Context: an optimization exercise on an open-source flow, tuned for small area and a short achievable clock period. The choices shown serve that exercise and are no tape-out recipe. No functional check of the RTL was part of any run shown here. Power figures rest on the tool's default switching activity, not on a simulated workload.

## flow/design.v (module list and top-level ports; edited modules follow where they fit)
// module work_zyq: 59 lines
// module zq_rca: 15 lines
// module zq_cneg: 14 lines
// module zq_bcd29: 66 lines
// module zq_ctl: 20 lines
// module zq_v4: 163 lines
// module zq_mul15: 641 lines
// module zq_div15: 678 lines
module work_zyq(CLK,rst,keystat,dataout);
  // ...
==> flow/flow/run.sh <==
#!/bin/bash
# Own layout flow: the standard synthesis and layout, except that
#  - Yosys skips the quick ABC pass inside synth (-noabc), extracts full/half adder
#    cells only in the modules listed in flow/fa_modules.txt (kept apart until mapping,
#    then flattened like the rest), and maps the logic with the area-oriented ABC script
#    in flow/abc.script (no gate upsizing); the modules in flow/fast_modules.txt (the key
#    decoder zq_ctl) are mapped with ORFS's speed script;
#  - no buffers for module pass-through wires (modules are flattened after mapping);
#  - port buffers are buf_2 cells;
#  - the resizer's repair_timing aims at the slack in flow/margin.txt (the SDC's clock is
#    unchanged).
# Each tool's full output goes to a log file in the work folder.
set -euo pipefail
WORK=$(pwd)
FL=$WORK/flow
MARGIN=$(cat "$FL/margin.txt")
FAMODS=$(cat "$FL/fa_modules.txt")
FASTMODS=$(cat "$FL/fast_modules.txt")

sed -e "s#^source \$::env(SCRIPTS_DIR)/synth_preamble.tcl#source \$::env(SCRIPTS_DIR)/synth_preamble.tcl\nset abc_fast \$abc_args\nset abc_args [lreplace \$abc_args 1 1 $FL/abc.script]#" \
    -e "s#^  extract_fa {\*}\[dont_use_extract_fa_args\]\$#  extract_fa {*}[dont_use_extract_fa_args] $FAMODS#" \
    -e "s#^  log_cmd abc {\*}\$abc_args\$#  log_cmd abc {*}\$abc_fast $FASTMODS\n  log_cmd abc {*}\$abc_args \$::env(DESIGN_NAME) $FAMODS#" \
  "$FLOW_HOME/scripts/synth.tcl" > "$WORK/own_synth.tcl"
grep -q "lreplace \$abc_args 1 1" "$WORK/own_synth.tcl"
grep -q "abc_fast $FASTMODS" "$WORK/own_synth.tcl"
grep -q "extract_fa {\*}\[dont_use_extract_fa_args\] $FAMODS" "$WORK/own_synth.tcl"
sed "s#\$::env(SCRIPTS_DIR)/synth.tcl#$WORK/own_synth.tcl#" "$WORK/synth_recipe.tcl" > "$WORK/own_synth_recipe.tcl"
grep -q "own_synth.tcl" "$WORK/own_synth_recipe.tcl"
sed "s#SYNTH_SCRIPT=[^ ]*#SYNTH_SCRIPT=$WORK/own_synth_recipe.tcl#" "$WORK/standard.sh" > "$WORK/own_synth.sh"
grep -q "own_synth_recipe.tcl" "$WORK/own_synth.sh"

SYNTH_KEEP_MODULES="$FASTMODS $FAMODS" SYNTH_ARGS=-noabc SYNTH_INSBUF=0 bash "$WORK/own_synth.sh" synth > "$WORK/synth.log" 2>&1
export BUFFER_PORTS_ARGS="-buffer_cell sky130_fd_sc_hd__buf_2"
export SETUP_SLACK_MARGIN=$MARGIN
bash "$WORK/standard.sh" > "$WORK/layout.log" 2>&1
test -f "$WORK/out/final.def"
==> flow/flow/abc.script <==
strash
dch
amap
topo
==> flow/flow/fa_modules.txt <==
zq_mul15
==> flow/flow/fast_modules.txt <==
zq_ctl
==> flow/flow/margin.txt <==
174.6
==> flow/standard.sh <==
#!/bin/bash
# synth_recipe.tcl (not shown) runs the flow's synth.tcl, then flattens the netlist and writes it again
# the make line also repeats each setting of config.mk as NAME=value (left out here)
make -C /OpenROAD-flow-scripts/flow DESIGN_CONFIG=/design/flow/config.mk WORK_HOME=/design/flow/orfs CLKGATE_MAP_FILE= SYNTH_SCRIPT=/design/flow/synth_recipe.tcl "${@:-finish}"
==> flow/config.mk <==
export PLATFORM = sky130hd
export DESIGN_NAME = work_zyq
export DESIGN_NICKNAME = work_zyq
export VERILOG_FILES = /design/flow/design.v
export SDC_FILE = /design/flow/constraint.sdc
export NUM_CORES = 8
export LEC_CHECK = 0
export CAP_MARGIN = 20
export CORE_MARGIN = 2
export CORE_UTILIZATION = 40
export SLEW_MARGIN = 20
==> flow/constraint.sdc <==
create_clock -name core_clock -period 220.0 [get_ports {CLK}]
set_input_delay 44.0000 -clock core_clock [delete_from_list [all_inputs] [get_ports {CLK}]]
set_output_delay 44.0000 -clock core_clock [all_outputs]
set_load 0.01 [all_outputs]
==> impl_summary.txt, run 1 <==
----------------------------------------------------
[STA]
  Transition time at the pin with the least slew margin ... 976 ps
  Fin. max-slew vios ... 0
  Final-layout setup total negative slack ... 0 ps
  Setup slack of the critical path after layout ... 174660 ps
  Hold slack ... 479 ps

[Synthesis]
  Share of Yosys cell area claimed by the top area cell type ... 21.2%
  Cell count after synthesis ... 2576
  Cells taking the most area after synthesis ... fa_1, nor2_1, o21ai_0

[Global route]
  Total Routing Usage GR ... 24.2%
  Global-route met3 utilization ... 3.65%
  Initial antenna violation count ... 1

[Final layout]
  Fill count ... 4163
  Net count, final ... 2850
  Leading cell type in the layout, fill and taps excluded ... nor2_1
  CLK BUF ... 5
  Non-clock buffers, area share ... 2.60%
  Area of the multi-input gates ... 0.0140 sq mm
  ANT cells ... 0

[Hold path]
  Worst min path class ... flip-flop to flip-flop
  Number of stages on the worst hold path ... 2

[Setup path]
  Worst Path Required ... 220240 ps
  Max FO, Critical Path ... 6
  Sort of element at the start of the critical path ... input pin
  Critical Path End ... dataout[29]

[Place]
  Final GP Congestion ... 0.856
  DP HPWL ... 39.2 mm
  Worst setup slack after placement ... 174050 ps

[Die]
  Core Rows ... 73
  Number of tap cells inserted ... 525
  Floorplan Core Area ... 0.0396 sq mm
  Height of the die ... 204 um

[Detailed routing]
  Met3 Routed Length ... 3.01 mm
  Post-DR vias/cell ... 5.74

[Power and ir drop]
  Peak supply drop ... 0.0197 mV
  Power share of the combinational group ... 86.7%

[Flow run]
  Max capacitance violation total ... 0

[Status]
  Result of the run ... timing/DRC/antenna clean

[Clock network]
  Clock net sink count ... 55
  Source-to-sink clock delay at the later pin of the worst-skew pair ... 300 ps

----------------------------------------------------
==> run 2: changes to the inputs <==
==> flow/flow/margin.txt (replaced) <==
0
==> impl_summary.txt, run 2 <==
----------------------------------------------------
[Status]
  Result of the run ... timing/DRC/antenna clean (unchanged)

[Global route]
  Total global routing overflow ... 0 (unchanged)
  Total Routing Usage GR ... 23.5% (was 24.2%)
  Largest net degree at the start of global routing ... 38 (unchanged)
  Number of global-route vias before repair ... 17000 (was 17400)
  Initial antenna violation count ... 0 (was 1)
  Wire length of the first global-routing pass ... 81.7 mm (was 83.4 mm)

[Final layout]
  Flip-flop count of the largest register, all copies and words added ... 32 (unchanged)
  ANT cells ... 0 (unchanged)
  Area of the multi-input gates ... 0.0138 sq mm (was 0.0140 sq mm)
  Area added between synthesis and finish ... 7.54% (was 9.35%)
  Biggest register ... dataout (unchanged)
  Largest registers ... dataout (32), first (15), prestat (5) (unchanged)
  Net count, final ... 2834 (was 2850)
  Fill count ... 4137 (was 4163)
  Share of post-route cells with drive strength above 1 ... 2.87% (was 4.59%)
  Leading cell types in the layout, fill and taps excluded ... nor2_1, o21ai_0, clkinv_1, a21oi_1, nand2_1 (unchanged)
  Leading cell type in the layout, fill and taps excluded ... nor2_1 (unchanged)
  Register cell area after layout ... 0.00110 sq mm (unchanged)
  Final design utilization ... 43.6% (was 44.3%)

[Detailed routing]
  Overall routed net length ... 48.7 mm (was 50.3 mm)
  Average wire per standard cell ... 15.4 um (was 15.8 um)
  Routed length on met1 ... 22.5 mm (was 22.9 mm)
  Post-DR vias/cell ... 5.76 (was 5.74)
  First-pass DRT Iterations ... 7 (was 8)
  DRC violation total after the first TritonRoute iteration ... 1242 (was 1222)
  Met3 Routed Length ... 2.55 mm (was 3.01 mm)
  Drt drc ... 0 (unchanged)
  Highest Signal Layer ... met4 (unchanged)
  Remaining antenna violation count after routing ... 0 (unchanged)
  Met2 wirelength from detailed routing ... 22.9 mm (was 23.5 mm)
  Vias ... 18300 (about the same)

[Synthesis]
  Cell count after synthesis ... 2576 (unchanged)
  Post-synthesis instance area ... 0.0161 sq mm (unchanged)
  Cell with the most instances after synthesis ... nor2_1 (unchanged)
  Flip-flop and latch count after synthesis ... 55 (unchanged)
  Synth area leader ... fa_1 (unchanged)
  Most used DFF post-synth ... dfxtp_1 (unchanged)
  Average instance area after synthesis ... 6.23 sq um (unchanged)
  Number of warnings reported in the yosys synthesis log ... 2 (unchanged)
  Count of cell types in the netlist ... 50 (unchanged)
  Top post-synthesis cells by count ... nor2_1, o21ai_0, clkinv_1 (unchanged)
  Post-synth net total ... 2767 (unchanged)
  Cells taking the most area after synthesis ... fa_1, nor2_1, o21ai_0 (unchanged)
  Post-synthesis sequential area ratio ... 6.86% (unchanged)
  Post-synth EDFFs ... 0 (unchanged)
  Async set or reset register ratio after synthesis ... 0% (unchanged)
  Share of Yosys cell area claimed by the top area cell type ... 21.2% (unchanged)

[Clock network]
  Clock net sink count ... 55 (unchanged)
  TritonCTS Buffers ... 5 (unchanged)
  Number of buffers inserted by hold repair at cts ... 0 (unchanged)
  TritonCTS clock tree ... done (unchanged)
  CTS H-tree lvls ... 2 (unchanged)
  Post-CTS Resized ... 0 (was 4)
  Largest buffer count on any clock path ... 2 (unchanged)
  Postcts setup bufs ... 0 (was 5)
  Clk Tree Root Cell ... clkbuf_16 (unchanged)
  Clock edge transition at the registers on the reported setup and hold paths ... 80 ps (about the same)
  Source-to-sink clock delay at the later pin of the worst-skew pair ... 310 ps (was 300 ps)

[STA]
  Worst rel slew slack ... 27.2% (was 34.1%)
  Final setup violation count ... 0 (unchanged)
  Final-layout setup total negative slack ... 0 ps (unchanged)
  Shortest period the worst path allows ... 46360 ps (was 45340 ps)
  Unrepaired setup endpoints after global routing ... no (was yes)
  Final hold viol count ... 0 (unchanged)
  Maximum operating frequency ... 21.6 MHz (was 22.1 MHz)
  Post-route fraction of the period consumed by the critical path ... 21.1% (was 20.6%)
  Fin. max-slew vios ... 0 (unchanged)
  Final Skew ... 12.1 ps (was 9.99 ps)
  Transition time at the pin with the least slew margin ... 1090 ps (was 976 ps)

[Setup path]
  Slack of the worst reg-to-reg path ... 175130 ps (was 179570 ps)
  Worst Path Required ... 220250 ps (was 220240 ps)
  Max FO, Critical Path ... 30 (was 6)
  Type of the worst setup path ... input pin to flip-flop (unchanged)
  Worst flop-to-flop path startpoint ... dataout[13] (unchanged)
  Critical path endpoint category ... flip-flop (unchanged)
  Reg2reg path depth ... 247 (was 237)
  Sort of element at the start of the critical path ... input pin (unchanged)
  Data arrival time of the worst path ... 46610 ps (was 45590 ps)
  End of the worst register-to-register path ... dataout[0] (unchanged)

[Hold path]
  Worst min path class ... flip-flop to flip-flop (unchanged)
  Worst hold path endpoint ... preop[2] (was dataout[28])
  Worst hold start ... preop[2] (was dataout[28])
  Number of stages on the worst hold path ... 2 (unchanged)

[Die]
  Die ar. ... 0.0418 sq mm (unchanged)
  Floorplan Core Area ... 0.0396 sq mm (unchanged)
  Initial Util ... 40.5% (unchanged)
  Ports ... 39 (unchanged)
  Width of the die ... 204 um (unchanged)
  Height of the die ... 204 um (unchanged)
  Core Rows ... 73 (unchanged)

[Power and ir drop]
  Power density cells ... 8.13 mW/mm^2 (was 8.06 mW/mm^2)
  Leakage power ... 0.00645 uW (was 0.00658 uW)
  Peak supply drop ... 0.0189 mV (was 0.0197 mV)

[Place]
  Buffers added on ports ... 38 (unchanged)
  DP HPWL ... 38.7 mm (was 39.2 mm)
  Final GP Congestion ... 0.862 (was 0.856)

[Flow run]
  Max capacitance violation total ... 0 (unchanged)

----------------------------------------------------
## run 2: area by class of cell
cell class / count / share of cell area, %
Clock buffer: 5 / 0.725
Clock inverter: 3 / 0.275
Inverter: 318 / 6.91
Multi-Input combinational cell: 2203 / 79.9
Sequential cell: 55 / 6.38
Tap cell: 525 / 3.80
Timing Repair Buffer: 60 / 2.04
## run 2: modules after synthesis, one instance, submodules excluded
module    cell area [sq um]  copies in the design  cells
work_zyq              11200                     1   2105
zq_mul15               4700                     1    442
zq_ctl                  191                     1     29
## run 2: stage by stage
stage / area, sq um / total power, uW / std cells / hold slack (ps) / worst slack, ps
2_1_floorplan: 16100 / 106 / 2576 / 449 / 173760
3_5_place_dp: 17100 / 129 / 3160 / 465 / 173330
4_1_cts: 17300 / 139 / 3168 / 480 / 173600
5_1_grt: 17300 / 159 / 3169 / 509 / 168810
3_3_place_gp: 17100 / 125 / 3160 / 459 / 173370
6_report: 17300 / 140 / 3169 / 479 / 173640
## run 2: how the worst max path moves through the flow
stage / start / end / slack (ps) / depth (start not counted)
finish: keystat[2] / dataout[29] / 173640 / 7
global route: dataout[13] / dataout[0] / 168810 / 247
CTS: keystat[2] / dataout[29] / 173600 / 7
detailed placement: keystat[0] / dataout[29] / 173330 / 7
global placement: keystat[2] / dataout[29] / 173370 / 7
floorplan: keystat[0] / dataout[10] / 173760 / 5
## run 2: logic make-up (layout without fill, tap and decap cells)
logic type               Yosys count  after routing  share of synthesized area, %
AO/OA/AOI/OAI                    949            949                          35.3
XOR/XNOR                          52             52                          2.84
adder cells (fa/ha/maj)          184            184                          22.3
buffers and inverters            318            386                          7.43
flip-flops                        55             55                          6.86
AND/OR/NAND/NOR                 1018           1018                          25.3
## run 2: power breakdown
| part | leakage, uW | internal, uW | switching (uW) | total, uW |
|---|---|---|---|---|
| Clock | 0.0000844 | 5.45 | 4.19 | 9.64 |
| Combinational | 0.00592 | 40.4 | 80.1 | 120 |
| Sequential | 0.000445 | 10.1 | 0.232 | 10.4 |
| Total | 0.00645 | 55.9 | 84.5 | 140 |
## run 2: layer usage
metal	GRT usage, %	vias to the layer above
li1	-	9210
met1	31.9	8543
met2	40.5	445
met3	2.46	53
met4	4.68	0
met5	0	-
## run 2: critical path, cell delays in order
cell and delay [ps]:
buf_2 160, xor2_1 190, nor2_1 130, a2111oi_2 680
clkinv_1 840, a211oi_1 450, a221o_1 140

## what the ideal ports hide
The flow's constraints put no driver on any port. The routed layouts listed below were extracted and timed again, unchanged, in two steps. Step 1, drivers: a clkbuf_16 drives CLK and a buf_2 each remaining input, both assumed. Step 2 adds t to the input delays and takes it off the output delays; t is the mean of the earliest and latest rising clock arrival at the registers after step 1. Input paths then give back, and output paths get back, about the clock's delay inside the block. a / b / c = no drivers / after step 1 / after step 2; a / b = the first two.
| run | t (ns) | slack for setup (ns) | worst register clock-pin slew, ns | worst data-port slew with drivers (ns) | pins driven straight from the clock port |
|---|---|---|---|---|---|
| run 1 | 0.349 | 174.657 / 174.688 / 174.339 | 0.08 / 0.08 | 0.03 | 1 |
| run 2 | 0.359 | 173.643 / 173.669 / 173.310 | 0.08 / 0.08 | 0.03 | 1 |
After both steps setup and hold are still met in every run listed. The setup slack of run 2, which loses most, moves by +0.026 ns with the drivers and by -0.333 ns with both steps.
